What follows belongs to an exercise in optimizing a design on an open flow for small area, a short achievable clock period and few clock cycles; a production flow would make more cautious choices. Function was checked by simulation only, so behaviour that the tests miss may differ from the original.

==> flow/design.v, too long to show whole: its modules and the start of the top module <==
// module CONVCOR: 730 lines
// module CONVCOR_fa: 6 lines
// module CONVCOR_ha: 6 lines
module CONVCOR(
        clk,
        rst_n,
        in_valid,
        in_a,
        in_b,
        in_mode,
        out_valid,
        out
);
  // ...
==> flow/flow/run.sh <==
#!/bin/bash
# Standard ORFS layout, with repair_timing aiming for extra setup slack so the
# layout is sized for a shorter period than the 12 ns constraint, plain
# buffers on the ports, larger clock sink clusters and no dummy clock loads.
set -euo pipefail
bash standard.sh SETUP_SLACK_MARGIN=8.7 \
  "BUFFER_PORTS_ARGS=-buffer_cell sky130_fd_sc_hd__buf_1" \
  "CTS_ARGS=-sink_clustering_enable -repair_clock_nets -dont_use_dummy_load -sink_clustering_size 24 -sink_clustering_max_diameter 150 -num_static_layers 1" \
  finish > flow_standard.log 2>&1
==> flow/standard.sh <==
#!/bin/bash
# synth_recipe.tcl (not shown) runs the flow's synth.tcl, then flattens the netlist and writes it again
# the make line also repeats each setting of config.mk as NAME=value (left out here)
make -C /OpenROAD-flow-scripts/flow DESIGN_CONFIG=/design/flow/config.mk WORK_HOME=/design/flow/orfs CLKGATE_MAP_FILE= SYNTH_SCRIPT=/design/flow/synth_recipe.tcl "${@:-finish}"
==> flow/config.mk <==
export PLATFORM = sky130hd
export DESIGN_NAME = CONVCOR
export DESIGN_NICKNAME = CONVCOR
export VERILOG_FILES = /design/flow/design.v
export SDC_FILE = /design/flow/constraint.sdc
export NUM_CORES = 4
export LEC_CHECK = 0
export CAP_MARGIN = 20
export CORE_MARGIN = 2
export CORE_UTILIZATION = 40
export SLEW_MARGIN = 20
export SYNTH_HIERARCHICAL = 1
==> flow/constraint.sdc <==
create_clock -name core_clock -period 12.0 [get_ports {clk}]
set_input_delay 2.4000 -clock core_clock [delete_from_list [all_inputs] [get_ports {clk}]]
set_output_delay 2.4000 -clock core_clock [all_outputs]
set_load 0.01 [all_outputs]
==> reports/results.txt, run 1 <==
status - finished clean
final hold viol count - 0
Root Buffer - clkbuf_16
critical path type - register to output pin
commonest cells after routing, fill and taps aside - fa_1 (233), nand2_1 (202), dfxtp_1 (99)
core area - 37,700 µm²
Seq/Total Area, Yosys - 0.370
global-route total usage across every layer - 0.181
Setup WS pre-CTS - 8.23 ns
I/O pin count - 73
routed wire length on met2 - 17,000 µm
WP data required - 9.60 ns
Syn. warnings - 7
Non-clk invs - 60
DIE AREA - 39,900 µm²
RSZ-0062 raised after global routing - true
post-synthesis adder-cell area fraction - 0.364
Reg2Reg Depth - 10
count leader, synth - fa_1
CP Max Fanout - 2
min Tclk post-route - 3.35 ns
Yosys top cell area share - 0.313
Peak Freq - 0.299 GHz
DP HPWL - 23,000 µm
dominant kind of cell by area - multi-input combinational cells
GP Congestion - 0.830
Hold Slack - 0.350 ns
Synth Area in Simple Gates - 0.127
GR Util met3 - 0.0230
worst hold start - acc
grt ovf - 0
worst min path class - register to register
critical path startpoint category - register
placed cells - 1,804
Testbench counts, summed over its fixed seeds: cycles 64,050.
==> module CONVCOR, before the edit <==
module CONVCOR(
        clk,
        rst_n,
        in_valid,
        in_a,
        in_b,
        in_mode,
        out_valid,
        out
);
input              clk;
input              rst_n;
input              in_valid;
input      [15:0]  in_a;
input      [15:0]  in_b;
input              in_mode;
output reg         out_valid;
output reg [35:0]  out;
reg [15:0] xa, ra1, ra2, xb, rb1, rb2;
reg [3:0]  st;      
reg        mode;
wire        cur_mode = (st == 4'd0) ? in_mode : mode;
wire [15:0] in_bx    = {in_b[15:8], in_b[7:0] ^ {8{~cur_mode}}};
reg [3:0] st_n;
always @(*) begin
    if (!rst_n)
        st_n = 4'd0;
    else if (st == 4'd0)
        st_n = in_valid ? 4'd1 : 4'd0;
    else if ((mode && st == 4'd3) || st == 4'd9)
        st_n = 4'd0;
    else
        st_n = st + 4'd1;
end
wire s0 = (st == 4'd0), s1 = (st == 4'd1), s2 = (st == 4'd2), s3 = (st == 4'd3);
wire s4 = (st == 4'd4), s5 = (st == 4'd5), s6 = (st == 4'd6), s7 = (st == 4'd7);
wire s8 = (st == 4'd8);
wire xa_pins = s0 | (mode & (s1 | s2));
wire xa_ra2  = ~mode & (s2 | s4 | s5 | s6 | s7);
wire xb_pins = s0 | s1 | (mode & s2);
wire xb_rb2  = ~mode & (s2 | s3 | s4 | s7 | s8);
wire xb_rb1  = ~mode & s5;
always @(posedge clk) begin
    st <= st_n;
    if (s0 & in_valid) mode <= in_mode;
    if (xa_pins)     xa <= in_a;
    else if (xa_ra2) xa <= ra2;
    if (~s3) ra1 <= xa;
    if (~s3) ra2 <= (s1 | s2) ? in_a : ra1;
    if (xb_pins)     xb <= in_bx;
    else if (xb_rb2) xb <= rb2;
    else if (xb_rb1) xb <= rb1;
    if (s2) rb1 <= in_bx;
    if (~(s5 | s6)) rb2 <= xb;
end
reg acc_n, ov_n;
always @(*) begin
    acc_n = 1'b0; ov_n = 1'b0;
    if (s0)
        ov_n = in_valid & ~in_mode;
    else if (mode) begin
        acc_n = s1 | s2;
        ov_n  = s2;
    end else begin
        acc_n = s2 | s4 | s5 | s7;
        ov_n  = s2 | s5 | s7 | s8;
    end
end
reg        acc, ov, m0;      
reg        acc2, ov2;        
always @(posedge clk) begin
    acc2 <= acc;
    ov2  <= ov & rst_n;
    acc <= acc_n;
    ov  <= ov_n & rst_n;
    m0  <= ~cur_mode;
end
wire [7:0] ar = xa[15:8];
wire [7:0] ai = xa[7:0];
wire [7:0] br = xb[15:8];
wire [7:0] bx = xb[7:0];    
wire [7:0] by = ~bx;        
wire [7:0] cr = ai & {8{m0}};     
wire [7:0] ci = ar & {8{~m0}};    
wire [17:0] acc_r = out[35:18] & {18{acc2}};
wire [17:0] acc_i = out[17:0]  & {18{acc2}};
wire tra_1, tra_2;
CONVCOR_fa u_tra_1 (.a(~(ar[0] & br[6])), .b(~(ar[1] & br[5])), .c(~(ar[2] & br[4])), .s(tra_1), .co(tra_2));
wire tra_3, tra_4;
CONVCOR_fa u_tra_3 (.a((ar[0] & br[7])), .b(~(ar[1] & br[6])), .c(~(ar[2] & br[5])), .s(tra_3), .co(tra_4));
wire tra_5, tra_6;
CONVCOR_fa u_tra_5 (.a(~(ar[3] & br[4])), .b(~(ar[4] & br[3])), .c(~(ar[5] & br[2])), .s(tra_5), .co(tra_6));
wire tra_7, tra_8;
CONVCOR_fa u_tra_7 (.a(~(ar[6] & br[1])), .b((ar[7] & br[0])), .c((ai[0] & bx[7])), .s(tra_7), .co(tra_8));
wire tra_9, tra_10;
CONVCOR_fa u_tra_9 (.a((ar[1] & br[7])), .b(~(ar[2] & br[6])), .c(~(ar[3] & br[5])), .s(tra_9), .co(tra_10));
wire tra_11, tra_12;
CONVCOR_fa u_tra_11 (.a(~(ar[4] & br[4])), .b(~(ar[5] & br[3])), .c(~(ar[6] & br[2])), .s(tra_11), .co(tra_12));
wire tra_13 = ~((ar[7] & br[1]) ^ (ai[1] & bx[7]));
wire tra_14 = (ar[7] & br[1]) | (ai[1] & bx[7]);
wire tra_15, tra_16;
CONVCOR_fa u_tra_15 (.a((ar[2] & br[7])), .b(~(ar[3] & br[6])), .c(~(ar[4] & br[5])), .s(tra_15), .co(tra_16));
wire tra_17, tra_18;
CONVCOR_fa u_tra_17 (.a(~(ar[0] & br[4])), .b(~(ar[1] & br[3])), .c(~(ar[2] & br[2])), .s(tra_17), .co(tra_18));
wire tra_19, tra_20;
CONVCOR_fa u_tra_19 (.a(~(ar[0] & br[5])), .b(~(ar[1] & br[4])), .c(~(ar[2] & br[3])), .s(tra_19), .co(tra_20));
wire tra_21, tra_22;
CONVCOR_fa u_tra_21 (.a(~(ar[3] & br[2])), .b(~(ar[4] & br[1])), .c(~(ar[5] & br[0])), .s(tra_21), .co(tra_22));
wire tra_23 = ~(~(ai[0] & bx[5]) ^ ~(ai[1] & bx[4]));
wire tra_24 = ~(ai[0] & bx[5]) | ~(ai[1] & bx[4]);
wire tra_25, tra_26;
CONVCOR_fa u_tra_25 (.a(~(ar[3] & br[3])), .b(~(ar[4] & br[2])), .c(~(ar[5] & br[1])), .s(tra_25), .co(tra_26));
wire tra_27, tra_28;
CONVCOR_fa u_tra_27 (.a(~(ar[6] & br[0])), .b(~(ai[0] & bx[6])), .c(~(ai[1] & bx[5])), .s(tra_27), .co(tra_28));
wire tra_29, tra_30;
CONVCOR_fa u_tra_29 (.a(~(ai[2] & bx[4])), .b(~(ai[3] & bx[3])), .c(~(ai[4] & bx[2])), .s(tra_29), .co(tra_30));
wire tra_31 = ~(~(ai[5] & bx[1]) ^ ~(ai[6] & bx[0]));
wire tra_32 = ~(ai[5] & bx[1]) | ~(ai[6] & bx[0]);
wire tra_33, tra_34;
CONVCOR_fa u_tra_33 (.a(~(ai[1] & bx[6])), .b(~(ai[2] & bx[5])), .c(~(ai[3] & bx[4])), .s(tra_33), .co(tra_34));
wire tra_35, tra_36;
CONVCOR_fa u_tra_35 (.a(~(ai[4] & bx[3])), .b(~(ai[5] & bx[2])), .c(~(ai[6] & bx[1])), .s(tra_35), .co(tra_36));
wire tra_37, tra_38;
CONVCOR_ha u_tra_37 (.a((ai[7] & bx[0])), .b(cr[7]), .s(tra_37), .co(tra_38));
wire tra_39, tra_40;
CONVCOR_fa u_tra_39 (.a(tra_3), .b(tra_5), .c(tra_7), .s(tra_39), .co(tra_40));
wire tra_41, tra_42;
CONVCOR_fa u_tra_41 (.a(~(ai[2] & bx[6])), .b(~(ai[3] & bx[5])), .c(~(ai[4] & bx[4])), .s(tra_41), .co(tra_42));
wire tra_43, tra_44;
CONVCOR_fa u_tra_43 (.a(~(ai[5] & bx[3])), .b(~(ai[6] & bx[2])), .c((ai[7] & bx[1])), .s(tra_43), .co(tra_44));
wire tra_45, tra_46;
CONVCOR_ha u_tra_45 (.a(tra_9), .b(tra_11), .s(tra_45), .co(tra_46));
wire tra_47, tra_48;
CONVCOR_fa u_tra_47 (.a(tra_13), .b(tra_4), .c(tra_6), .s(tra_47), .co(tra_48));
wire tra_49, tra_50;
CONVCOR_fa u_tra_49 (.a(~(ar[5] & br[4])), .b(~(ar[6] & br[3])), .c((ar[7] & br[2])), .s(tra_49), .co(tra_50));
wire tra_51, tra_52;
CONVCOR_fa u_tra_51 (.a((ai[2] & bx[7])), .b(~(ai[3] & bx[6])), .c(~(ai[4] & bx[5])), .s(tra_51), .co(tra_52));
wire tra_53, tra_54;
CONVCOR_fa u_tra_53 (.a(~(ai[5] & bx[4])), .b(~(ai[6] & bx[3])), .c((ai[7] & bx[2])), .s(tra_53), .co(tra_54));
wire tra_55, tra_56;
CONVCOR_fa u_tra_55 (.a(tra_15), .b(tra_10), .c(tra_12), .s(tra_55), .co(tra_56));
wire tra_57, tra_58;
CONVCOR_fa u_tra_57 (.a((ar[3] & br[7])), .b(~(ar[4] & br[6])), .c(~(ar[5] & br[5])), .s(tra_57), .co(tra_58));
wire tra_59, tra_60;
CONVCOR_fa u_tra_59 (.a(~(ar[6] & br[4])), .b((ar[7] & br[3])), .c((ai[3] & bx[7])), .s(tra_59), .co(tra_60));
wire tra_61, tra_62;
CONVCOR_fa u_tra_61 (.a(~(ai[4] & bx[6])), .b(~(ai[5] & bx[5])), .c(~(ai[6] & bx[4])), .s(tra_61), .co(tra_62));
wire tra_63, tra_64;
CONVCOR_fa u_tra_63 (.a((ar[4] & br[7])), .b(~(ar[5] & br[6])), .c(~(ar[6] & br[5])), .s(tra_63), .co(tra_64));
wire tra_65 = ~(~(ar[0] & br[2]) ^ ~(ar[1] & br[1]));
wire tra_66 = ~(ar[0] & br[2]) | ~(ar[1] & br[1]);
wire tra_67, tra_68;
CONVCOR_fa u_tra_67 (.a(~(ar[0] & br[3])), .b(~(ar[1] & br[2])), .c(~(ar[2] & br[1])), .s(tra_67), .co(tra_68));
wire tra_69, tra_70;
CONVCOR_fa u_tra_69 (.a(~(ar[3] & br[0])), .b(~(ai[0] & bx[3])), .c(~(ai[1] & bx[2])), .s(tra_69), .co(tra_70));
wire tra_71, tra_72;
CONVCOR_fa u_tra_71 (.a(~(ar[3] & br[1])), .b(~(ar[4] & br[0])), .c(~(ai[0] & bx[4])), .s(tra_71), .co(tra_72));
wire tra_73, tra_74;
CONVCOR_fa u_tra_73 (.a(~(ai[1] & bx[3])), .b(~(ai[2] & bx[2])), .c(~(ai[3] & bx[1])), .s(tra_73), .co(tra_74));
wire tra_75 = ~(~(ai[4] & bx[0]) ^ ~cr[4]);
wire tra_76 = ~(ai[4] & bx[0]) | ~cr[4];
wire tra_77, tra_78;
CONVCOR_fa u_tra_77 (.a(~(ai[2] & bx[3])), .b(~(ai[3] & bx[2])), .c(~(ai[4] & bx[1])), .s(tra_77), .co(tra_78));
wire tra_79, tra_80;
CONVCOR_fa u_tra_79 (.a(~(ai[5] & bx[0])), .b(~cr[5]), .c(tra_19), .s(tra_79), .co(tra_80));
wire tra_81, tra_82;
CONVCOR_fa u_tra_81 (.a(tra_21), .b(tra_23), .c(tra_18), .s(tra_81), .co(tra_82));
wire tra_83, tra_84;
CONVCOR_fa u_tra_83 (.a(~cr[6]), .b(tra_1), .c(tra_25), .s(tra_83), .co(tra_84));
wire tra_85, tra_86;
CONVCOR_fa u_tra_85 (.a(tra_27), .b(tra_29), .c(tra_31), .s(tra_85), .co(tra_86));
wire tra_87, tra_88;
CONVCOR_fa u_tra_87 (.a(tra_20), .b(tra_22), .c(tra_24), .s(tra_87), .co(tra_88));
wire tra_89, tra_90;
CONVCOR_fa u_tra_89 (.a(tra_2), .b(tra_33), .c(tra_35), .s(tra_89), .co(tra_90));
wire tra_91, tra_92;
CONVCOR_fa u_tra_91 (.a(tra_37), .b(tra_26), .c(tra_28), .s(tra_91), .co(tra_92));
wire tra_93, tra_94;
CONVCOR_fa u_tra_93 (.a(tra_30), .b(tra_32), .c(tra_39), .s(tra_93), .co(tra_94));
wire tra_95, tra_96;
CONVCOR_fa u_tra_95 (.a(tra_8), .b(tra_41), .c(tra_43), .s(tra_95), .co(tra_96));
wire tra_97, tra_98;
CONVCOR_fa u_tra_97 (.a(tra_34), .b(tra_36), .c(tra_38), .s(tra_97), .co(tra_98));
wire tra_99, tra_100;
CONVCOR_fa u_tra_99 (.a(tra_45), .b(tra_47), .c(tra_40), .s(tra_99), .co(tra_100));
wire tra_101, tra_102;
CONVCOR_fa u_tra_101 (.a(tra_14), .b(tra_49), .c(tra_51), .s(tra_101), .co(tra_102));
wire tra_103, tra_104;
CONVCOR_fa u_tra_103 (.a(tra_53), .b(tra_42), .c(tra_44), .s(tra_103), .co(tra_104));
wire tra_105, tra_106;
CONVCOR_fa u_tra_105 (.a(tra_55), .b(tra_46), .c(tra_48), .s(tra_105), .co(tra_106));
wire tra_107, tra_108;
CONVCOR_fa u_tra_107 (.a((ai[7] & bx[3])), .b(tra_16), .c(tra_57), .s(tra_107), .co(tra_108));
wire tra_109, tra_110;
CONVCOR_fa u_tra_109 (.a(tra_59), .b(tra_61), .c(tra_50), .s(tra_109), .co(tra_110));
wire tra_111, tra_112;
CONVCOR_fa u_tra_111 (.a(tra_52), .b(tra_54), .c(tra_56), .s(tra_111), .co(tra_112));
wire tra_113, tra_114;
CONVCOR_fa u_tra_113 (.a((ar[7] & br[4])), .b((ai[4] & bx[7])), .c(~(ai[5] & bx[6])), .s(tra_113), .co(tra_114));
wire tra_115, tra_116;
CONVCOR_fa u_tra_115 (.a(~(ai[6] & bx[5])), .b((ai[7] & bx[4])), .c(tra_63), .s(tra_115), .co(tra_116));
wire tra_117, tra_118;
CONVCOR_fa u_tra_117 (.a(tra_58), .b(tra_60), .c(tra_62), .s(tra_117), .co(tra_118));
wire tra_119, tra_120;
CONVCOR_fa u_tra_119 (.a((ar[5] & br[7])), .b(~(ar[6] & br[6])), .c((ar[7] & br[5])), .s(tra_119), .co(tra_120));
wire tra_121, tra_122;
CONVCOR_fa u_tra_121 (.a((ai[5] & bx[7])), .b(~(ai[6] & bx[6])), .c((ai[7] & bx[5])), .s(tra_121), .co(tra_122));
wire tra_123 = ~(~(ar[0] & br[1]) ^ ~(ar[1] & br[0]));
wire tra_124 = ~(ar[0] & br[1]) | ~(ar[1] & br[0]);
wire tra_125, tra_126;
CONVCOR_fa u_tra_125 (.a(~(ar[2] & br[0])), .b(~(ai[0] & bx[2])), .c(~(ai[1] & bx[1])), .s(tra_125), .co(tra_126));
wire tra_127 = ~(~(ai[2] & bx[0]) ^ ~cr[2]);
wire tra_128 = ~(ai[2] & bx[0]) | ~cr[2];
wire tra_129, tra_130;
CONVCOR_fa u_tra_129 (.a(~(ai[2] & bx[1])), .b(~(ai[3] & bx[0])), .c(~cr[3]), .s(tra_129), .co(tra_130));
wire tra_131, tra_132;
CONVCOR_fa u_tra_131 (.a(tra_67), .b(tra_69), .c(tra_66), .s(tra_131), .co(tra_132));
wire tra_133, tra_134;
CONVCOR_fa u_tra_133 (.a(tra_17), .b(tra_71), .c(tra_73), .s(tra_133), .co(tra_134));
wire tra_135, tra_136;
CONVCOR_fa u_tra_135 (.a(tra_75), .b(tra_68), .c(tra_70), .s(tra_135), .co(tra_136));
wire tra_137, tra_138;
CONVCOR_fa u_tra_137 (.a(tra_77), .b(tra_72), .c(tra_74), .s(tra_137), .co(tra_138));
wire tra_139, tra_140;
CONVCOR_fa u_tra_139 (.a(tra_76), .b(tra_79), .c(tra_81), .s(tra_139), .co(tra_140));
wire tra_141, tra_142;
CONVCOR_fa u_tra_141 (.a(tra_78), .b(tra_83), .c(tra_85), .s(tra_141), .co(tra_142));
wire tra_143, tra_144;
CONVCOR_fa u_tra_143 (.a(tra_87), .b(tra_80), .c(tra_82), .s(tra_143), .co(tra_144));
wire tra_145, tra_146;
CONVCOR_fa u_tra_145 (.a(tra_89), .b(tra_91), .c(tra_84), .s(tra_145), .co(tra_146));
wire tra_147, tra_148;
CONVCOR_fa u_tra_147 (.a(tra_86), .b(tra_88), .c(tra_93), .s(tra_147), .co(tra_148));
wire tra_149, tra_150;
CONVCOR_fa u_tra_149 (.a(tra_95), .b(tra_97), .c(tra_90), .s(tra_149), .co(tra_150));
wire tra_151, tra_152;
CONVCOR_fa u_tra_151 (.a(tra_92), .b(tra_99), .c(tra_94), .s(tra_151), .co(tra_152));
wire tra_153, tra_154;
CONVCOR_fa u_tra_153 (.a(tra_101), .b(tra_103), .c(tra_96), .s(tra_153), .co(tra_154));
wire tra_155, tra_156;
CONVCOR_fa u_tra_155 (.a(tra_98), .b(tra_105), .c(tra_100), .s(tra_155), .co(tra_156));
wire tra_157, tra_158;
CONVCOR_fa u_tra_157 (.a(tra_107), .b(tra_109), .c(tra_102), .s(tra_157), .co(tra_158));
wire tra_159, tra_160;
CONVCOR_fa u_tra_159 (.a(tra_104), .b(tra_111), .c(tra_106), .s(tra_159), .co(tra_160));
wire tra_161, tra_162;
CONVCOR_fa u_tra_161 (.a(tra_113), .b(tra_115), .c(tra_117), .s(tra_161), .co(tra_162));
wire tra_163, tra_164;
CONVCOR_fa u_tra_163 (.a(tra_108), .b(tra_110), .c(tra_112), .s(tra_163), .co(tra_164));
wire tra_165, tra_166;
CONVCOR_fa u_tra_165 (.a(tra_64), .b(tra_119), .c(tra_121), .s(tra_165), .co(tra_166));
wire tra_167, tra_168;
CONVCOR_fa u_tra_167 (.a(tra_114), .b(tra_116), .c(tra_118), .s(tra_167), .co(tra_168));
wire tra_169, tra_170;
CONVCOR_fa u_tra_169 (.a((ar[6] & br[7])), .b((ar[7] & br[6])), .c((ai[6] & bx[7])), .s(tra_169), .co(tra_170));
wire tra_171, tra_172;
CONVCOR_fa u_tra_171 (.a((ai[7] & bx[6])), .b(tra_120), .c(tra_122), .s(tra_171), .co(tra_172));
wire tra_173 = ~(~(ai[0] & bx[1]) ^ ~(ai[1] & bx[0]));
wire tra_174 = ~(ai[0] & bx[1]) | ~(ai[1] & bx[0]);
wire tra_175, tra_176;
CONVCOR_fa u_tra_175 (.a(tra_65), .b(tra_125), .c(tra_127), .s(tra_175), .co(tra_176));
wire tra_177, tra_178;
CONVCOR_fa u_tra_177 (.a(tra_129), .b(tra_126), .c(tra_128), .s(tra_177), .co(tra_178));
wire tra_179, tra_180;
CONVCOR_fa u_tra_179 (.a(tra_130), .b(tra_133), .c(tra_135), .s(tra_179), .co(tra_180));
wire tra_181, tra_182;
CONVCOR_fa u_tra_181 (.a(tra_137), .b(tra_134), .c(tra_136), .s(tra_181), .co(tra_182));
wire tra_183, tra_184;
CONVCOR_fa u_tra_183 (.a(tra_138), .b(tra_141), .c(tra_143), .s(tra_183), .co(tra_184));
wire tra_185, tra_186;
CONVCOR_fa u_tra_185 (.a(tra_145), .b(tra_142), .c(tra_144), .s(tra_185), .co(tra_186));
wire tra_187, tra_188;
CONVCOR_fa u_tra_187 (.a(tra_149), .b(tra_146), .c(tra_151), .s(tra_187), .co(tra_188));
wire tra_189, tra_190;
CONVCOR_fa u_tra_189 (.a(tra_153), .b(tra_150), .c(tra_155), .s(tra_189), .co(tra_190));
wire tra_191, tra_192;
CONVCOR_fa u_tra_191 (.a(tra_157), .b(tra_154), .c(tra_159), .s(tra_191), .co(tra_192));
wire tra_193, tra_194;
CONVCOR_fa u_tra_193 (.a(tra_161), .b(tra_158), .c(tra_163), .s(tra_193), .co(tra_194));
wire tra_195, tra_196;
CONVCOR_fa u_tra_195 (.a(tra_165), .b(tra_167), .c(tra_162), .s(tra_195), .co(tra_196));
wire tra_197, tra_198;
CONVCOR_fa u_tra_197 (.a(tra_169), .b(tra_171), .c(tra_166), .s(tra_197), .co(tra_198));
wire tra_199, tra_200;
CONVCOR_fa u_tra_199 (.a(~(ar[7] & br[7])), .b(~(ai[7] & bx[7])), .c(tra_170), .s(tra_199), .co(tra_200));
reg tr_p0_0, tr_p0_1, tr_p0_2, tr_p1_0, tr_p1_1, tr_p1_2, tr_p2_0, tr_p2_1, tr_p2_2, tr_p3_0, tr_p3_1, tr_p3_2, tr_p4_0, tr_p4_1, tr_p4_2, tr_p5_0, tr_p5_1, tr_p5_2, tr_p6_0, tr_p6_1, tr_p6_2, tr_p7_0, tr_p7_1, tr_p7_2, tr_p8_0, tr_p8_1, tr_p8_2, tr_p9_0, tr_p9_1, tr_p9_2, tr_p10_0, tr_p10_1, tr_p10_2, tr_p11_0, tr_p11_1, tr_p11_2, tr_p12_0, tr_p12_1, tr_p12_2, tr_p13_0, tr_p13_1, tr_p13_2, tr_p14_0, tr_p14_1, tr_p14_2, tr_p15_0;
always @(posedge clk) begin
    tr_p0_0 <= ~(ar[0] & br[0]);
    tr_p0_1 <= ~(ai[0] & bx[0]);
    tr_p0_2 <= ~cr[0];
    tr_p1_0 <= ~cr[1];
    tr_p1_1 <= tra_123;
    tr_p1_2 <= tra_173;
    tr_p2_0 <= tra_124;
    tr_p2_1 <= tra_175;
    tr_p2_2 <= tra_174;
    tr_p3_0 <= tra_131;
    tr_p3_1 <= tra_177;
    tr_p3_2 <= tra_176;
    tr_p4_0 <= tra_132;
    tr_p4_1 <= tra_179;
    tr_p4_2 <= tra_178;
    tr_p5_0 <= tra_139;
    tr_p5_1 <= tra_181;
    tr_p5_2 <= tra_180;
    tr_p6_0 <= tra_140;
    tr_p6_1 <= tra_183;
    tr_p6_2 <= tra_182;
    tr_p7_0 <= tra_147;
    tr_p7_1 <= tra_185;
    tr_p7_2 <= tra_184;
    tr_p8_0 <= tra_148;
    tr_p8_1 <= tra_187;
    tr_p8_2 <= tra_186;
    tr_p9_0 <= tra_152;
    tr_p9_1 <= tra_189;
    tr_p9_2 <= tra_188;
    tr_p10_0 <= tra_156;
    tr_p10_1 <= tra_191;
    tr_p10_2 <= tra_190;
    tr_p11_0 <= tra_160;
    tr_p11_1 <= tra_193;
    tr_p11_2 <= tra_192;
    tr_p12_0 <= tra_164;
    tr_p12_1 <= tra_195;
    tr_p12_2 <= tra_194;
    tr_p13_0 <= tra_168;
    tr_p13_1 <= tra_197;
    tr_p13_2 <= tra_196;
    tr_p14_0 <= tra_172;
    tr_p14_1 <= tra_199;
    tr_p14_2 <= tra_198;
    tr_p15_0 <= tra_200;
end
wire trb_1 = ~(tr_p0_0 ^ tr_p0_1);
wire trb_2 = tr_p0_0 | tr_p0_1;
wire trb_3, trb_4;
CONVCOR_fa u_trb_3 (.a(tr_p1_0), .b(tr_p1_1), .c(tr_p1_2), .s(trb_3), .co(trb_4));
wire trb_5, trb_6;
CONVCOR_fa u_trb_5 (.a(tr_p2_0), .b(tr_p2_1), .c(tr_p2_2), .s(trb_5), .co(trb_6));
wire trb_7, trb_8;
CONVCOR_fa u_trb_7 (.a(tr_p3_0), .b(tr_p3_1), .c(tr_p3_2), .s(trb_7), .co(trb_8));
wire trb_9, trb_10;
CONVCOR_fa u_trb_9 (.a(tr_p4_0), .b(tr_p4_1), .c(tr_p4_2), .s(trb_9), .co(trb_10));
wire trb_11, trb_12;
CONVCOR_fa u_trb_11 (.a(tr_p5_0), .b(tr_p5_1), .c(tr_p5_2), .s(trb_11), .co(trb_12));
wire trb_13, trb_14;
CONVCOR_fa u_trb_13 (.a(tr_p6_0), .b(tr_p6_1), .c(tr_p6_2), .s(trb_13), .co(trb_14));
wire trb_15, trb_16;
CONVCOR_fa u_trb_15 (.a(tr_p7_0), .b(tr_p7_1), .c(tr_p7_2), .s(trb_15), .co(trb_16));
wire trb_17, trb_18;
CONVCOR_fa u_trb_17 (.a(tr_p8_0), .b(tr_p8_1), .c(tr_p8_2), .s(trb_17), .co(trb_18));
wire trb_19, trb_20;
CONVCOR_fa u_trb_19 (.a(tr_p9_0), .b(tr_p9_1), .c(tr_p9_2), .s(trb_19), .co(trb_20));
wire trb_21, trb_22;
CONVCOR_fa u_trb_21 (.a(tr_p10_0), .b(tr_p10_1), .c(tr_p10_2), .s(trb_21), .co(trb_22));
wire trb_23, trb_24;
CONVCOR_fa u_trb_23 (.a(tr_p11_0), .b(tr_p11_1), .c(tr_p11_2), .s(trb_23), .co(trb_24));
wire trb_25, trb_26;
CONVCOR_fa u_trb_25 (.a(tr_p12_0), .b(tr_p12_1), .c(tr_p12_2), .s(trb_25), .co(trb_26));
wire trb_27, trb_28;
CONVCOR_fa u_trb_27 (.a(tr_p13_0), .b(tr_p13_1), .c(tr_p13_2), .s(trb_27), .co(trb_28));
wire trb_29, trb_30;
CONVCOR_fa u_trb_29 (.a(tr_p14_0), .b(tr_p14_1), .c(tr_p14_2), .s(trb_29), .co(trb_30));
wire trb_31 = ~(tr_p0_2 ^ ~acc_r[0]);
wire trb_32 = tr_p0_2 | ~acc_r[0];
wire trb_33, trb_34;
CONVCOR_fa u_trb_33 (.a(~acc_r[1]), .b(trb_3), .c(trb_2), .s(trb_33), .co(trb_34));
wire trb_35, trb_36;
CONVCOR_fa u_trb_35 (.a(~acc_r[2]), .b(trb_5), .c(trb_4), .s(trb_35), .co(trb_36));
wire trb_37, trb_38;
CONVCOR_fa u_trb_37 (.a(~acc_r[3]), .b(trb_7), .c(trb_6), .s(trb_37), .co(trb_38));
wire trb_39, trb_40;
CONVCOR_fa u_trb_39 (.a(~acc_r[4]), .b(trb_9), .c(trb_8), .s(trb_39), .co(trb_40));
wire trb_41, trb_42;
CONVCOR_fa u_trb_41 (.a(~acc_r[5]), .b(trb_11), .c(trb_10), .s(trb_41), .co(trb_42));
wire trb_43, trb_44;
CONVCOR_fa u_trb_43 (.a(~acc_r[6]), .b(trb_13), .c(trb_12), .s(trb_43), .co(trb_44));
wire trb_45, trb_46;
CONVCOR_fa u_trb_45 (.a(~acc_r[7]), .b(trb_15), .c(trb_14), .s(trb_45), .co(trb_46));
wire trb_47, trb_48;
CONVCOR_fa u_trb_47 (.a(~acc_r[8]), .b(trb_17), .c(trb_16), .s(trb_47), .co(trb_48));
wire trb_49, trb_50;
CONVCOR_fa u_trb_49 (.a(~acc_r[9]), .b(trb_19), .c(trb_18), .s(trb_49), .co(trb_50));
wire trb_51, trb_52;
CONVCOR_fa u_trb_51 (.a(~acc_r[10]), .b(trb_21), .c(trb_20), .s(trb_51), .co(trb_52));
wire trb_53, trb_54;
CONVCOR_fa u_trb_53 (.a(~acc_r[11]), .b(trb_23), .c(trb_22), .s(trb_53), .co(trb_54));
wire trb_55, trb_56;
CONVCOR_fa u_trb_55 (.a(~acc_r[12]), .b(trb_25), .c(trb_24), .s(trb_55), .co(trb_56));
wire trb_57, trb_58;
CONVCOR_fa u_trb_57 (.a(~acc_r[13]), .b(trb_27), .c(trb_26), .s(trb_57), .co(trb_58));
wire trb_59, trb_60;
CONVCOR_fa u_trb_59 (.a(~acc_r[14]), .b(trb_29), .c(trb_28), .s(trb_59), .co(trb_60));
wire trb_61, trb_62;
CONVCOR_fa u_trb_61 (.a(tr_p15_0), .b(~acc_r[15]), .c(trb_30), .s(trb_61), .co(trb_62));
wire trb_63 = ~(~acc_r[16]);
wire trb_64 = ~acc_r[16];
wire trb_65 = ~(~acc_r[17]);
wire trb_66 = ~acc_r[17];
wire [17:0] nr_x = {trb_65, trb_63, trb_61, trb_59, trb_57, trb_55, trb_53, trb_51, trb_49, trb_47, trb_45, trb_43, trb_41, trb_39, trb_37, trb_35, trb_33, trb_1};
wire [17:0] nr_y = {trb_64, trb_62, trb_60, trb_58, trb_56, trb_54, trb_52, trb_50, trb_48, trb_46, trb_44, trb_42, trb_40, trb_38, trb_36, trb_34, trb_32, trb_31};
wire [17:0] nr = ~(nr_x + nr_y + 18'd1);    
wire tia_1, tia_2;
CONVCOR_fa u_tia_1 (.a(~(ai[0] & br[6])), .b(~(ai[1] & br[5])), .c(~(ai[2] & br[4])), .s(tia_1), .co(tia_2));
wire tia_3, tia_4;
CONVCOR_fa u_tia_3 (.a((ai[0] & br[7])), .b(~(ai[1] & br[6])), .c(~(ai[2] & br[5])), .s(tia_3), .co(tia_4));
wire tia_5, tia_6;
CONVCOR_fa u_tia_5 (.a(~(ai[3] & br[4])), .b(~(ai[4] & br[3])), .c(~(ai[5] & br[2])), .s(tia_5), .co(tia_6));
wire tia_7, tia_8;
CONVCOR_fa u_tia_7 (.a(~(ai[6] & br[1])), .b((ai[7] & br[0])), .c((ar[0] & by[7])), .s(tia_7), .co(tia_8));
wire tia_9, tia_10;
CONVCOR_fa u_tia_9 (.a((ai[1] & br[7])), .b(~(ai[2] & br[6])), .c(~(ai[3] & br[5])), .s(tia_9), .co(tia_10));
wire tia_11, tia_12;
CONVCOR_fa u_tia_11 (.a(~(ai[4] & br[4])), .b(~(ai[5] & br[3])), .c(~(ai[6] & br[2])), .s(tia_11), .co(tia_12));
wire tia_13 = ~((ai[7] & br[1]) ^ (ar[1] & by[7]));
wire tia_14 = (ai[7] & br[1]) | (ar[1] & by[7]);
wire tia_15, tia_16;
CONVCOR_fa u_tia_15 (.a((ai[2] & br[7])), .b(~(ai[3] & br[6])), .c(~(ai[4] & br[5])), .s(tia_15), .co(tia_16));
wire tia_17, tia_18;
CONVCOR_fa u_tia_17 (.a(~(ai[0] & br[4])), .b(~(ai[1] & br[3])), .c(~(ai[2] & br[2])), .s(tia_17), .co(tia_18));
wire tia_19, tia_20;
CONVCOR_fa u_tia_19 (.a(~(ai[0] & br[5])), .b(~(ai[1] & br[4])), .c(~(ai[2] & br[3])), .s(tia_19), .co(tia_20));
wire tia_21, tia_22;
CONVCOR_fa u_tia_21 (.a(~(ai[3] & br[2])), .b(~(ai[4] & br[1])), .c(~(ai[5] & br[0])), .s(tia_21), .co(tia_22));
wire tia_23 = ~(~(ar[0] & by[5]) ^ ~(ar[1] & by[4]));
wire tia_24 = ~(ar[0] & by[5]) | ~(ar[1] & by[4]);
wire tia_25, tia_26;
CONVCOR_fa u_tia_25 (.a(~(ai[3] & br[3])), .b(~(ai[4] & br[2])), .c(~(ai[5] & br[1])), .s(tia_25), .co(tia_26));
wire tia_27, tia_28;
CONVCOR_fa u_tia_27 (.a(~(ai[6] & br[0])), .b(~(ar[0] & by[6])), .c(~(ar[1] & by[5])), .s(tia_27), .co(tia_28));
wire tia_29, tia_30;
CONVCOR_fa u_tia_29 (.a(~(ar[2] & by[4])), .b(~(ar[3] & by[3])), .c(~(ar[4] & by[2])), .s(tia_29), .co(tia_30));
wire tia_31 = ~(~(ar[5] & by[1]) ^ ~(ar[6] & by[0]));
wire tia_32 = ~(ar[5] & by[1]) | ~(ar[6] & by[0]);
wire tia_33, tia_34;
CONVCOR_fa u_tia_33 (.a(~(ar[1] & by[6])), .b(~(ar[2] & by[5])), .c(~(ar[3] & by[4])), .s(tia_33), .co(tia_34));
wire tia_35, tia_36;
CONVCOR_fa u_tia_35 (.a(~(ar[4] & by[3])), .b(~(ar[5] & by[2])), .c(~(ar[6] & by[1])), .s(tia_35), .co(tia_36));
wire tia_37, tia_38;
CONVCOR_ha u_tia_37 (.a((ar[7] & by[0])), .b(ci[7]), .s(tia_37), .co(tia_38));
wire tia_39, tia_40;
CONVCOR_fa u_tia_39 (.a(tia_3), .b(tia_5), .c(tia_7), .s(tia_39), .co(tia_40));
wire tia_41, tia_42;
CONVCOR_fa u_tia_41 (.a(~(ar[2] & by[6])), .b(~(ar[3] & by[5])), .c(~(ar[4] & by[4])), .s(tia_41), .co(tia_42));
wire tia_43, tia_44;
CONVCOR_fa u_tia_43 (.a(~(ar[5] & by[3])), .b(~(ar[6] & by[2])), .c((ar[7] & by[1])), .s(tia_43), .co(tia_44));
wire tia_45, tia_46;
CONVCOR_ha u_tia_45 (.a(tia_9), .b(tia_11), .s(tia_45), .co(tia_46));
wire tia_47, tia_48;
CONVCOR_fa u_tia_47 (.a(tia_13), .b(tia_4), .c(tia_6), .s(tia_47), .co(tia_48));
wire tia_49, tia_50;
CONVCOR_fa u_tia_49 (.a(~(ai[5] & br[4])), .b(~(ai[6] & br[3])), .c((ai[7] & br[2])), .s(tia_49), .co(tia_50));
wire tia_51, tia_52;
CONVCOR_fa u_tia_51 (.a((ar[2] & by[7])), .b(~(ar[3] & by[6])), .c(~(ar[4] & by[5])), .s(tia_51), .co(tia_52));
wire tia_53, tia_54;
CONVCOR_fa u_tia_53 (.a(~(ar[5] & by[4])), .b(~(ar[6] & by[3])), .c((ar[7] & by[2])), .s(tia_53), .co(tia_54));
wire tia_55, tia_56;
CONVCOR_fa u_tia_55 (.a(tia_15), .b(tia_10), .c(tia_12), .s(tia_55), .co(tia_56));
wire tia_57, tia_58;
CONVCOR_fa u_tia_57 (.a((ai[3] & br[7])), .b(~(ai[4] & br[6])), .c(~(ai[5] & br[5])), .s(tia_57), .co(tia_58));
wire tia_59, tia_60;
CONVCOR_fa u_tia_59 (.a(~(ai[6] & br[4])), .b((ai[7] & br[3])), .c((ar[3] & by[7])), .s(tia_59), .co(tia_60));
wire tia_61, tia_62;
CONVCOR_fa u_tia_61 (.a(~(ar[4] & by[6])), .b(~(ar[5] & by[5])), .c(~(ar[6] & by[4])), .s(tia_61), .co(tia_62));
wire tia_63, tia_64;
CONVCOR_fa u_tia_63 (.a((ai[4] & br[7])), .b(~(ai[5] & br[6])), .c(~(ai[6] & br[5])), .s(tia_63), .co(tia_64));
wire tia_65 = ~(~(ai[0] & br[2]) ^ ~(ai[1] & br[1]));
wire tia_66 = ~(ai[0] & br[2]) | ~(ai[1] & br[1]);
wire tia_67, tia_68;
CONVCOR_fa u_tia_67 (.a(~(ai[0] & br[3])), .b(~(ai[1] & br[2])), .c(~(ai[2] & br[1])), .s(tia_67), .co(tia_68));
wire tia_69, tia_70;
CONVCOR_fa u_tia_69 (.a(~(ai[3] & br[0])), .b(~(ar[0] & by[3])), .c(~(ar[1] & by[2])), .s(tia_69), .co(tia_70));
wire tia_71, tia_72;
CONVCOR_fa u_tia_71 (.a(~(ai[3] & br[1])), .b(~(ai[4] & br[0])), .c(~(ar[0] & by[4])), .s(tia_71), .co(tia_72));
wire tia_73, tia_74;
CONVCOR_fa u_tia_73 (.a(~(ar[1] & by[3])), .b(~(ar[2] & by[2])), .c(~(ar[3] & by[1])), .s(tia_73), .co(tia_74));
wire tia_75 = ~(~(ar[4] & by[0]) ^ ~ci[4]);
wire tia_76 = ~(ar[4] & by[0]) | ~ci[4];
wire tia_77, tia_78;
CONVCOR_fa u_tia_77 (.a(~(ar[2] & by[3])), .b(~(ar[3] & by[2])), .c(~(ar[4] & by[1])), .s(tia_77), .co(tia_78));
wire tia_79, tia_80;
CONVCOR_fa u_tia_79 (.a(~(ar[5] & by[0])), .b(~ci[5]), .c(tia_19), .s(tia_79), .co(tia_80));
wire tia_81, tia_82;
CONVCOR_fa u_tia_81 (.a(tia_21), .b(tia_23), .c(tia_18), .s(tia_81), .co(tia_82));
wire tia_83, tia_84;
CONVCOR_fa u_tia_83 (.a(~ci[6]), .b(tia_1), .c(tia_25), .s(tia_83), .co(tia_84));
wire tia_85, tia_86;
CONVCOR_fa u_tia_85 (.a(tia_27), .b(tia_29), .c(tia_31), .s(tia_85), .co(tia_86));
wire tia_87, tia_88;
CONVCOR_fa u_tia_87 (.a(tia_20), .b(tia_22), .c(tia_24), .s(tia_87), .co(tia_88));
wire tia_89, tia_90;
CONVCOR_fa u_tia_89 (.a(tia_2), .b(tia_33), .c(tia_35), .s(tia_89), .co(tia_90));
wire tia_91, tia_92;
CONVCOR_fa u_tia_91 (.a(tia_37), .b(tia_26), .c(tia_28), .s(tia_91), .co(tia_92));
wire tia_93, tia_94;
CONVCOR_fa u_tia_93 (.a(tia_30), .b(tia_32), .c(tia_39), .s(tia_93), .co(tia_94));
wire tia_95, tia_96;
CONVCOR_fa u_tia_95 (.a(tia_8), .b(tia_41), .c(tia_43), .s(tia_95), .co(tia_96));
wire tia_97, tia_98;
CONVCOR_fa u_tia_97 (.a(tia_34), .b(tia_36), .c(tia_38), .s(tia_97), .co(tia_98));
wire tia_99, tia_100;
CONVCOR_fa u_tia_99 (.a(tia_45), .b(tia_47), .c(tia_40), .s(tia_99), .co(tia_100));
wire tia_101, tia_102;
CONVCOR_fa u_tia_101 (.a(tia_14), .b(tia_49), .c(tia_51), .s(tia_101), .co(tia_102));
wire tia_103, tia_104;
CONVCOR_fa u_tia_103 (.a(tia_53), .b(tia_42), .c(tia_44), .s(tia_103), .co(tia_104));
wire tia_105, tia_106;
CONVCOR_fa u_tia_105 (.a(tia_55), .b(tia_46), .c(tia_48), .s(tia_105), .co(tia_106));
wire tia_107, tia_108;
CONVCOR_fa u_tia_107 (.a((ar[7] & by[3])), .b(tia_16), .c(tia_57), .s(tia_107), .co(tia_108));
wire tia_109, tia_110;
CONVCOR_fa u_tia_109 (.a(tia_59), .b(tia_61), .c(tia_50), .s(tia_109), .co(tia_110));
wire tia_111, tia_112;
CONVCOR_fa u_tia_111 (.a(tia_52), .b(tia_54), .c(tia_56), .s(tia_111), .co(tia_112));
wire tia_113, tia_114;
CONVCOR_fa u_tia_113 (.a((ai[7] & br[4])), .b((ar[4] & by[7])), .c(~(ar[5] & by[6])), .s(tia_113), .co(tia_114));
wire tia_115, tia_116;
CONVCOR_fa u_tia_115 (.a(~(ar[6] & by[5])), .b((ar[7] & by[4])), .c(tia_63), .s(tia_115), .co(tia_116));
wire tia_117, tia_118;
CONVCOR_fa u_tia_117 (.a(tia_58), .b(tia_60), .c(tia_62), .s(tia_117), .co(tia_118));
wire tia_119, tia_120;
CONVCOR_fa u_tia_119 (.a((ai[5] & br[7])), .b(~(ai[6] & br[6])), .c((ai[7] & br[5])), .s(tia_119), .co(tia_120));
wire tia_121, tia_122;
CONVCOR_fa u_tia_121 (.a((ar[5] & by[7])), .b(~(ar[6] & by[6])), .c((ar[7] & by[5])), .s(tia_121), .co(tia_122));
wire tia_123 = ~(~(ai[0] & br[1]) ^ ~(ai[1] & br[0]));
wire tia_124 = ~(ai[0] & br[1]) | ~(ai[1] & br[0]);
wire tia_125, tia_126;
CONVCOR_fa u_tia_125 (.a(~(ai[2] & br[0])), .b(~(ar[0] & by[2])), .c(~(ar[1] & by[1])), .s(tia_125), .co(tia_126));
wire tia_127 = ~(~(ar[2] & by[0]) ^ ~ci[2]);
wire tia_128 = ~(ar[2] & by[0]) | ~ci[2];
wire tia_129, tia_130;
CONVCOR_fa u_tia_129 (.a(~(ar[2] & by[1])), .b(~(ar[3] & by[0])), .c(~ci[3]), .s(tia_129), .co(tia_130));
wire tia_131, tia_132;
CONVCOR_fa u_tia_131 (.a(tia_67), .b(tia_69), .c(tia_66), .s(tia_131), .co(tia_132));
wire tia_133, tia_134;
CONVCOR_fa u_tia_133 (.a(tia_17), .b(tia_71), .c(tia_73), .s(tia_133), .co(tia_134));
wire tia_135, tia_136;
CONVCOR_fa u_tia_135 (.a(tia_75), .b(tia_68), .c(tia_70), .s(tia_135), .co(tia_136));
wire tia_137, tia_138;
CONVCOR_fa u_tia_137 (.a(tia_77), .b(tia_72), .c(tia_74), .s(tia_137), .co(tia_138));
wire tia_139, tia_140;
CONVCOR_fa u_tia_139 (.a(tia_76), .b(tia_79), .c(tia_81), .s(tia_139), .co(tia_140));
wire tia_141, tia_142;
CONVCOR_fa u_tia_141 (.a(tia_78), .b(tia_83), .c(tia_85), .s(tia_141), .co(tia_142));
wire tia_143, tia_144;
CONVCOR_fa u_tia_143 (.a(tia_87), .b(tia_80), .c(tia_82), .s(tia_143), .co(tia_144));
wire tia_145, tia_146;
CONVCOR_fa u_tia_145 (.a(tia_89), .b(tia_91), .c(tia_84), .s(tia_145), .co(tia_146));
wire tia_147, tia_148;
CONVCOR_fa u_tia_147 (.a(tia_86), .b(tia_88), .c(tia_93), .s(tia_147), .co(tia_148));
wire tia_149, tia_150;
CONVCOR_fa u_tia_149 (.a(tia_95), .b(tia_97), .c(tia_90), .s(tia_149), .co(tia_150));
wire tia_151, tia_152;
CONVCOR_fa u_tia_151 (.a(tia_92), .b(tia_99), .c(tia_94), .s(tia_151), .co(tia_152));
wire tia_153, tia_154;
CONVCOR_fa u_tia_153 (.a(tia_101), .b(tia_103), .c(tia_96), .s(tia_153), .co(tia_154));
wire tia_155, tia_156;
CONVCOR_fa u_tia_155 (.a(tia_98), .b(tia_105), .c(tia_100), .s(tia_155), .co(tia_156));
wire tia_157, tia_158;
CONVCOR_fa u_tia_157 (.a(tia_107), .b(tia_109), .c(tia_102), .s(tia_157), .co(tia_158));
wire tia_159, tia_160;
CONVCOR_fa u_tia_159 (.a(tia_104), .b(tia_111), .c(tia_106), .s(tia_159), .co(tia_160));
wire tia_161, tia_162;
CONVCOR_fa u_tia_161 (.a(tia_113), .b(tia_115), .c(tia_117), .s(tia_161), .co(tia_162));
wire tia_163, tia_164;
CONVCOR_fa u_tia_163 (.a(tia_108), .b(tia_110), .c(tia_112), .s(tia_163), .co(tia_164));
wire tia_165, tia_166;
CONVCOR_fa u_tia_165 (.a(tia_64), .b(tia_119), .c(tia_121), .s(tia_165), .co(tia_166));
wire tia_167, tia_168;
CONVCOR_fa u_tia_167 (.a(tia_114), .b(tia_116), .c(tia_118), .s(tia_167), .co(tia_168));
wire tia_169, tia_170;
CONVCOR_fa u_tia_169 (.a((ai[6] & br[7])), .b((ai[7] & br[6])), .c((ar[6] & by[7])), .s(tia_169), .co(tia_170));
wire tia_171, tia_172;
CONVCOR_fa u_tia_171 (.a((ar[7] & by[6])), .b(tia_120), .c(tia_122), .s(tia_171), .co(tia_172));
wire tia_173 = ~(~(ar[0] & by[1]) ^ ~(ar[1] & by[0]));
wire tia_174 = ~(ar[0] & by[1]) | ~(ar[1] & by[0]);
wire tia_175, tia_176;
CONVCOR_fa u_tia_175 (.a(tia_65), .b(tia_125), .c(tia_127), .s(tia_175), .co(tia_176));
wire tia_177, tia_178;
CONVCOR_fa u_tia_177 (.a(tia_129), .b(tia_126), .c(tia_128), .s(tia_177), .co(tia_178));
wire tia_179, tia_180;
CONVCOR_fa u_tia_179 (.a(tia_130), .b(tia_133), .c(tia_135), .s(tia_179), .co(tia_180));
wire tia_181, tia_182;
CONVCOR_fa u_tia_181 (.a(tia_137), .b(tia_134), .c(tia_136), .s(tia_181), .co(tia_182));
wire tia_183, tia_184;
CONVCOR_fa u_tia_183 (.a(tia_138), .b(tia_141), .c(tia_143), .s(tia_183), .co(tia_184));
wire tia_185, tia_186;
CONVCOR_fa u_tia_185 (.a(tia_145), .b(tia_142), .c(tia_144), .s(tia_185), .co(tia_186));
wire tia_187, tia_188;
CONVCOR_fa u_tia_187 (.a(tia_149), .b(tia_146), .c(tia_151), .s(tia_187), .co(tia_188));
wire tia_189, tia_190;
CONVCOR_fa u_tia_189 (.a(tia_153), .b(tia_150), .c(tia_155), .s(tia_189), .co(tia_190));
wire tia_191, tia_192;
CONVCOR_fa u_tia_191 (.a(tia_157), .b(tia_154), .c(tia_159), .s(tia_191), .co(tia_192));
wire tia_193, tia_194;
CONVCOR_fa u_tia_193 (.a(tia_161), .b(tia_158), .c(tia_163), .s(tia_193), .co(tia_194));
wire tia_195, tia_196;
CONVCOR_fa u_tia_195 (.a(tia_165), .b(tia_167), .c(tia_162), .s(tia_195), .co(tia_196));
wire tia_197, tia_198;
CONVCOR_fa u_tia_197 (.a(tia_169), .b(tia_171), .c(tia_166), .s(tia_197), .co(tia_198));
wire tia_199, tia_200;
CONVCOR_fa u_tia_199 (.a(~(ai[7] & br[7])), .b(~(ar[7] & by[7])), .c(tia_170), .s(tia_199), .co(tia_200));
reg ti_p0_0, ti_p0_1, ti_p0_2, ti_p1_0, ti_p1_1, ti_p1_2, ti_p2_0, ti_p2_1, ti_p2_2, ti_p3_0, ti_p3_1, ti_p3_2, ti_p4_0, ti_p4_1, ti_p4_2, ti_p5_0, ti_p5_1, ti_p5_2, ti_p6_0, ti_p6_1, ti_p6_2, ti_p7_0, ti_p7_1, ti_p7_2, ti_p8_0, ti_p8_1, ti_p8_2, ti_p9_0, ti_p9_1, ti_p9_2, ti_p10_0, ti_p10_1, ti_p10_2, ti_p11_0, ti_p11_1, ti_p11_2, ti_p12_0, ti_p12_1, ti_p12_2, ti_p13_0, ti_p13_1, ti_p13_2, ti_p14_0, ti_p14_1, ti_p14_2, ti_p15_0;
always @(posedge clk) begin
    ti_p0_0 <= ~(ai[0] & br[0]);
    ti_p0_1 <= ~(ar[0] & by[0]);
    ti_p0_2 <= ~ci[0];
    ti_p1_0 <= ~ci[1];
    ti_p1_1 <= tia_123;
    ti_p1_2 <= tia_173;
    ti_p2_0 <= tia_124;
    ti_p2_1 <= tia_175;
    ti_p2_2 <= tia_174;
    ti_p3_0 <= tia_131;
    ti_p3_1 <= tia_177;
    ti_p3_2 <= tia_176;
    ti_p4_0 <= tia_132;
    ti_p4_1 <= tia_179;
    ti_p4_2 <= tia_178;
    ti_p5_0 <= tia_139;
    ti_p5_1 <= tia_181;
    ti_p5_2 <= tia_180;
    ti_p6_0 <= tia_140;
    ti_p6_1 <= tia_183;
    ti_p6_2 <= tia_182;
    ti_p7_0 <= tia_147;
    ti_p7_1 <= tia_185;
    ti_p7_2 <= tia_184;
    ti_p8_0 <= tia_148;
    ti_p8_1 <= tia_187;
    ti_p8_2 <= tia_186;
    ti_p9_0 <= tia_152;
    ti_p9_1 <= tia_189;
    ti_p9_2 <= tia_188;
    ti_p10_0 <= tia_156;
    ti_p10_1 <= tia_191;
    ti_p10_2 <= tia_190;
    ti_p11_0 <= tia_160;
    ti_p11_1 <= tia_193;
    ti_p11_2 <= tia_192;
    ti_p12_0 <= tia_164;
    ti_p12_1 <= tia_195;
    ti_p12_2 <= tia_194;
    ti_p13_0 <= tia_168;
    ti_p13_1 <= tia_197;
    ti_p13_2 <= tia_196;
    ti_p14_0 <= tia_172;
    ti_p14_1 <= tia_199;
    ti_p14_2 <= tia_198;
    ti_p15_0 <= tia_200;
end
wire tib_1 = ~(ti_p0_0 ^ ti_p0_1);
wire tib_2 = ti_p0_0 | ti_p0_1;
wire tib_3, tib_4;
CONVCOR_fa u_tib_3 (.a(ti_p1_0), .b(ti_p1_1), .c(ti_p1_2), .s(tib_3), .co(tib_4));
wire tib_5, tib_6;
CONVCOR_fa u_tib_5 (.a(ti_p2_0), .b(ti_p2_1), .c(ti_p2_2), .s(tib_5), .co(tib_6));
wire tib_7, tib_8;
CONVCOR_fa u_tib_7 (.a(ti_p3_0), .b(ti_p3_1), .c(ti_p3_2), .s(tib_7), .co(tib_8));
wire tib_9, tib_10;
CONVCOR_fa u_tib_9 (.a(ti_p4_0), .b(ti_p4_1), .c(ti_p4_2), .s(tib_9), .co(tib_10));
wire tib_11, tib_12;
CONVCOR_fa u_tib_11 (.a(ti_p5_0), .b(ti_p5_1), .c(ti_p5_2), .s(tib_11), .co(tib_12));
wire tib_13, tib_14;
CONVCOR_fa u_tib_13 (.a(ti_p6_0), .b(ti_p6_1), .c(ti_p6_2), .s(tib_13), .co(tib_14));
wire tib_15, tib_16;
CONVCOR_fa u_tib_15 (.a(ti_p7_0), .b(ti_p7_1), .c(ti_p7_2), .s(tib_15), .co(tib_16));
wire tib_17, tib_18;
CONVCOR_fa u_tib_17 (.a(ti_p8_0), .b(ti_p8_1), .c(ti_p8_2), .s(tib_17), .co(tib_18));
wire tib_19, tib_20;
CONVCOR_fa u_tib_19 (.a(ti_p9_0), .b(ti_p9_1), .c(ti_p9_2), .s(tib_19), .co(tib_20));
wire tib_21, tib_22;
CONVCOR_fa u_tib_21 (.a(ti_p10_0), .b(ti_p10_1), .c(ti_p10_2), .s(tib_21), .co(tib_22));
wire tib_23, tib_24;
CONVCOR_fa u_tib_23 (.a(ti_p11_0), .b(ti_p11_1), .c(ti_p11_2), .s(tib_23), .co(tib_24));
wire tib_25, tib_26;
CONVCOR_fa u_tib_25 (.a(ti_p12_0), .b(ti_p12_1), .c(ti_p12_2), .s(tib_25), .co(tib_26));
wire tib_27, tib_28;
CONVCOR_fa u_tib_27 (.a(ti_p13_0), .b(ti_p13_1), .c(ti_p13_2), .s(tib_27), .co(tib_28));
wire tib_29, tib_30;
CONVCOR_fa u_tib_29 (.a(ti_p14_0), .b(ti_p14_1), .c(ti_p14_2), .s(tib_29), .co(tib_30));
wire tib_31 = ~(ti_p0_2 ^ ~acc_i[0]);
wire tib_32 = ti_p0_2 | ~acc_i[0];
wire tib_33, tib_34;
CONVCOR_fa u_tib_33 (.a(~acc_i[1]), .b(tib_3), .c(tib_2), .s(tib_33), .co(tib_34));
wire tib_35, tib_36;
CONVCOR_fa u_tib_35 (.a(~acc_i[2]), .b(tib_5), .c(tib_4), .s(tib_35), .co(tib_36));
wire tib_37, tib_38;
CONVCOR_fa u_tib_37 (.a(~acc_i[3]), .b(tib_7), .c(tib_6), .s(tib_37), .co(tib_38));
wire tib_39, tib_40;
CONVCOR_fa u_tib_39 (.a(~acc_i[4]), .b(tib_9), .c(tib_8), .s(tib_39), .co(tib_40));
wire tib_41, tib_42;
CONVCOR_fa u_tib_41 (.a(~acc_i[5]), .b(tib_11), .c(tib_10), .s(tib_41), .co(tib_42));
wire tib_43, tib_44;
CONVCOR_fa u_tib_43 (.a(~acc_i[6]), .b(tib_13), .c(tib_12), .s(tib_43), .co(tib_44));
wire tib_45, tib_46;
CONVCOR_fa u_tib_45 (.a(~acc_i[7]), .b(tib_15), .c(tib_14), .s(tib_45), .co(tib_46));
wire tib_47, tib_48;
CONVCOR_fa u_tib_47 (.a(~acc_i[8]), .b(tib_17), .c(tib_16), .s(tib_47), .co(tib_48));
wire tib_49, tib_50;
CONVCOR_fa u_tib_49 (.a(~acc_i[9]), .b(tib_19), .c(tib_18), .s(tib_49), .co(tib_50));
wire tib_51, tib_52;
CONVCOR_fa u_tib_51 (.a(~acc_i[10]), .b(tib_21), .c(tib_20), .s(tib_51), .co(tib_52));
wire tib_53, tib_54;
CONVCOR_fa u_tib_53 (.a(~acc_i[11]), .b(tib_23), .c(tib_22), .s(tib_53), .co(tib_54));
wire tib_55, tib_56;
CONVCOR_fa u_tib_55 (.a(~acc_i[12]), .b(tib_25), .c(tib_24), .s(tib_55), .co(tib_56));
wire tib_57, tib_58;
CONVCOR_fa u_tib_57 (.a(~acc_i[13]), .b(tib_27), .c(tib_26), .s(tib_57), .co(tib_58));
wire tib_59, tib_60;
CONVCOR_fa u_tib_59 (.a(~acc_i[14]), .b(tib_29), .c(tib_28), .s(tib_59), .co(tib_60));
wire tib_61, tib_62;
CONVCOR_fa u_tib_61 (.a(ti_p15_0), .b(~acc_i[15]), .c(tib_30), .s(tib_61), .co(tib_62));
wire tib_63 = ~(~acc_i[16]);
wire tib_64 = ~acc_i[16];
wire tib_65 = ~(~acc_i[17]);
wire tib_66 = ~acc_i[17];
wire [17:0] ni_x = {tib_65, tib_63, tib_61, tib_59, tib_57, tib_55, tib_53, tib_51, tib_49, tib_47, tib_45, tib_43, tib_41, tib_39, tib_37, tib_35, tib_33, tib_1};
wire [17:0] ni_y = {tib_64, tib_62, tib_60, tib_58, tib_56, tib_54, tib_52, tib_50, tib_48, tib_46, tib_44, tib_42, tib_40, tib_38, tib_36, tib_34, tib_32, tib_31};
wire [17:0] ni = ~(ni_x + ni_y + 18'd1);    
always @(posedge clk) begin
    if (!rst_n)
        out_valid <= 1'b0;
    else
        out_valid <= ov2;
    out <= {nr, ni};
end
endmodule
==> run 2: changes to the inputs <==
--- a/flow/design.v
+++ b/flow/design.v
@@ -35,23 +35,22 @@
 wire s0 = (st == 4'd0), s1 = (st == 4'd1), s2 = (st == 4'd2), s3 = (st == 4'd3);
 wire s4 = (st == 4'd4), s5 = (st == 4'd5), s6 = (st == 4'd6), s7 = (st == 4'd7);
 wire s8 = (st == 4'd8);
+wire early   = s0 | s1 | s2;           
 wire xa_pins = s0 | (mode & (s1 | s2));
-wire xa_ra2  = ~mode & (s2 | s4 | s5 | s6 | s7);
 wire xb_pins = s0 | s1 | (mode & s2);
-wire xb_rb2  = ~mode & (s2 | s3 | s4 | s7 | s8);
-wire xb_rb1  = ~mode & s5;
+wire xb_rb2  = ~mode & (s2 | s4 | s5);
+wire xb_rb1  = ~mode & s7;
 always @(posedge clk) begin
     st <= st_n;
     if (s0 & in_valid) mode <= in_mode;
-    if (xa_pins)     xa <= in_a;
-    else if (xa_ra2) xa <= ra2;
-    if (~s3) ra1 <= xa;
-    if (~s3) ra2 <= (s1 | s2) ? in_a : ra1;
+    xa  <= xa_pins ? in_a : ra1;
+    ra1 <= early ? in_a : ra2;
+    ra2 <= (s5 | s6) ? ra1 : xa;
     if (xb_pins)     xb <= in_bx;
     else if (xb_rb2) xb <= rb2;
     else if (xb_rb1) xb <= rb1;
-    if (s2) rb1 <= in_bx;
-    if (~(s5 | s6)) rb2 <= xb;
+    rb1 <= early ? in_bx : rb2;
+    rb2 <= rb1;
 end
 reg acc_n, ov_n;
 always @(*) begin
==> flow/flow/run.sh (replaced) <==
#!/bin/bash
# Standard ORFS layout, with repair_timing aiming for extra setup slack so the
# layout is sized for a shorter period than the 12 ns constraint, plain
# buffers on the ports, larger clock sink clusters and no dummy clock loads.
set -euo pipefail
bash standard.sh SETUP_SLACK_MARGIN=8.65 \
  "BUFFER_PORTS_ARGS=-buffer_cell sky130_fd_sc_hd__buf_1" \
  "CTS_ARGS=-sink_clustering_enable -repair_clock_nets -dont_use_dummy_load -sink_clustering_size 24 -sink_clustering_max_diameter 150" \
  finish > flow_standard.log 2>&1
==> reports/results.txt, run 2 <==
reg2reg end - out[16]
Root Buffer - clkbuf_16
cell taking the most area after synthesis - fa_1
Post-Syn Instances - 1,306
Mapped Avg Cell Area - 11.4 µm²
Mapped Nets - 1,644
DIE AREA - 38,900 µm² (-2.5%)
R2R setup slack - 8.68 ns
fraction of registers with async set or reset after synthesis - 0
Initial Util - 0.407
via count - 9,473
slowest cell on the critical path - dfxtp_2
mapped cell area - 14,900 µm²
Yosys cell types - 55
ratio of cells with drive above 1 in the final layout - 0.184
1st-pass router iterations - 5
final setup fails - 0
hold endpoint - acc2
Clock Path Buffers - 3
WP data required - 9.60 ns (about the same)
Max Cap Viol - 0
starting DRC count in detailed routing - 423
Slew @ Worst Pin - 0.850 ns
I/O pin count - 73 (unchanged)
Largest Register - out
CTS tree - yes
Die Span Y - 197 µm
Worst slew margin - 0.432
Syn. warnings - 7 (unchanged)
Worst Skew - 0.0432 ns
setup TNS - 0 ns
placed cells - 1,793 (-0.61%)
min Tclk post-route - 3.35 ns (+0.00299 ns)
critical path type - register to output pin
Reg clk slew, reported paths - 0.09 ns
Avg WL per Cell - 17.2 µm
CP Buf/Inv Count - 1
RSZ-0062 raised after global routing - true
vias in the first global route - 10,000
Die X - 197 µm
GP Congestion - 0.847 (+2.1%)
# hold bufs at CTS - 0
Levels on crit path - 1
total CTS buffers - 13
max reg flops - 36
worst-skew pair later-pin latency - 0.50 ns
Seq/Total Area, Yosys - 0.326 (-0.0438)
Layout area overhead - 12.8%
most common cell after layout, fill and taps aside - fa_1
Arrival @ worst endpoint - 0.95 ns
main area contributors after synthesis - fa_1 (32%), dfxtp_1 (29%), ha_1 (5.2%)
global-route total usage across every layer - 0.169 (-0.0120)
FP Rows - 70
initial antenna violation count - 2
WHS Path Cells - 0
RR Startpoint - ti_p1_2
most common library cells after synthesis - fa_1 (240), dfxtp_1 (218), nand2_1 (206)
commonest cells after routing, fill and taps aside - fa_1 (236), nand2_1 (206), dfxtp_1 (168)
Nets - 1,732
status - finished clean
Hold Slack - 0.332 ns (-0.0177 ns)
CP Max Fanout - 2 (unchanged)
Reg2Reg Depth - 10 (unchanged)
fin cells - 1,862
core area - 36,700 µm² (-2.6%)
critical path cell sequence - buf_6
count leader, synth - fa_1
final hold viol count - 0 (unchanged)
grt ovf - 0 (unchanged)
post-route ant nets - 0
fin. max-slew vios - 0
Synth Flop Type - dfxtp_1
largest net degree at the start of global routing - 37
Port-buffer cells - 72
routed vias/inst - 5.09
Peak Freq - 0.298 GHz (about the same)
worst hold start - acc
crit end category - output pin
H-tree depth - 1
CP peak stage delay - 0.34 ns
Clock Sinks - 235
EDFF count, synth - 17
Final period util - 0.279
first-pass GRT wire length - 51,800 µm
worst min path class - register to register
post-synthesis register bit count - 235
DP HPWL - 23,300 µm (+1.4%)
delay-heaviest family, CP - flip-flops
DRC - 0
Yosys top cell area share - 0.322 (+0.00832)
WL final - 32,000 µm
critical path startpoint category - register
==> run 2: metrics by stage <==
stage	utilization	instance area [µm²]	setup WS, ns
after floorplan	-	14900	8.65
after global placement	0.426	15600	8.41
after detailed placement	0.426	15600	8.38
after CTS	0.449	16500	8.60
after global routing	0.459	16800	8.57
final	0.459	16800	8.65
==> run 2: layer usage <==
metal  vias to the layer above  GRT usage  wire (µm)
met1                      4871      0.224      14000
met3                        32     0.0225       1370
met4                         2     0.0384        668
met2                       183      0.296      15900
li1                       4385          -          -
met5                         -          0         16
==> run 2: cell type report <==
| cell class | instances | area (µm²) |
|---|---|---|
| fill | 3362 | 19900 |
| timing repair buffer | 135 | 1030 |
| multi-input combinational | 955 | 9730 |
| inverter | 54 | 203 |
| antenna | 2 | 5.00 |
| sequential | 235 | 4960 |
| clock buffer | 13 | 325 |
| tap | 468 | 586 |
==> run 2: what timing repair did <==
action,4_1_cts,5_1_grt
endpoints found under the setup margin,58,48
buffers inserted,42,12
resized for setup,107,54
pin swaps,3,18
==> run 2: worst max path at each step <==
stage | start | end | slack, ns
after floorplan | xa[11] | tr_p9_1 | 8.65
after global placement | xa[3] | ti_p9_1 | 8.41
after detailed placement | xa[3] | ti_p9_1 | 8.38
after CTS | xa[10] | tr_p9_1 | 8.60
after global routing | ti_p1_2 | out[16] | 8.57
final | out[17] | out[17] | 8.65
==> run 2: modules after synthesis, one instance, submodules excluded <==
module      flip-flops and latches  times used  cells inside  area (µm²)
CONVCOR                        235           1          1064       10100
CONVCOR_fa                       0         238             1        20.0
CONVCOR_ha                       0           4             1        12.5
==> run 2: logic make-up after synthesis <==
| logic type | after synthesis | share of synthesized area |
|---|---|---|
| xor+xnor | 38 | 0.0223 |
| compound gates | 123 | 0.0537 |
| mux | 81 | 0.0599 |
| fa+ha+maj | 302 | 0.374 |
| flops | 235 | 0.326 |
| buf+inv | 116 | 0.0305 |
| simple gates | 411 | 0.133 |
Testbench counts of run 2, summed over its fixed seeds: cycles 64,050.

-- afterwards: timing with drivers on the ports --
The flow's constraints put no driver on any port. The routed layouts listed below were extracted and timed again, unchanged, in two steps.
Step 1 sets driving cells, clkbuf_16 on the clock port and buf_2 on the other inputs (assumed; they add their load-dependent delay and slew).
Step 2 times the ports against the registers' clock, not the clock port: input delays grow and output delays shrink by t, the midpoint of the rising clock arrivals with the driver on.
a / b / c = ideal / step 1 / step 2; a / b = the first two.
run | t, ns | setup slack, ns | worst hold slack (ns)
run 1 | 0.532 | 8.650 / 8.598 / 8.486 | 0.350 / 0.350 / 0.350
run 2 | 0.524 | 8.647 / 8.599 / 8.470 | 0.332 / 0.332 / 0.332
After both steps setup and hold are still met in every run listed. For run 2, which loses most, drivers alone change the setup slack by -0.048 ns; drivers and shift together by -0.177 ns.
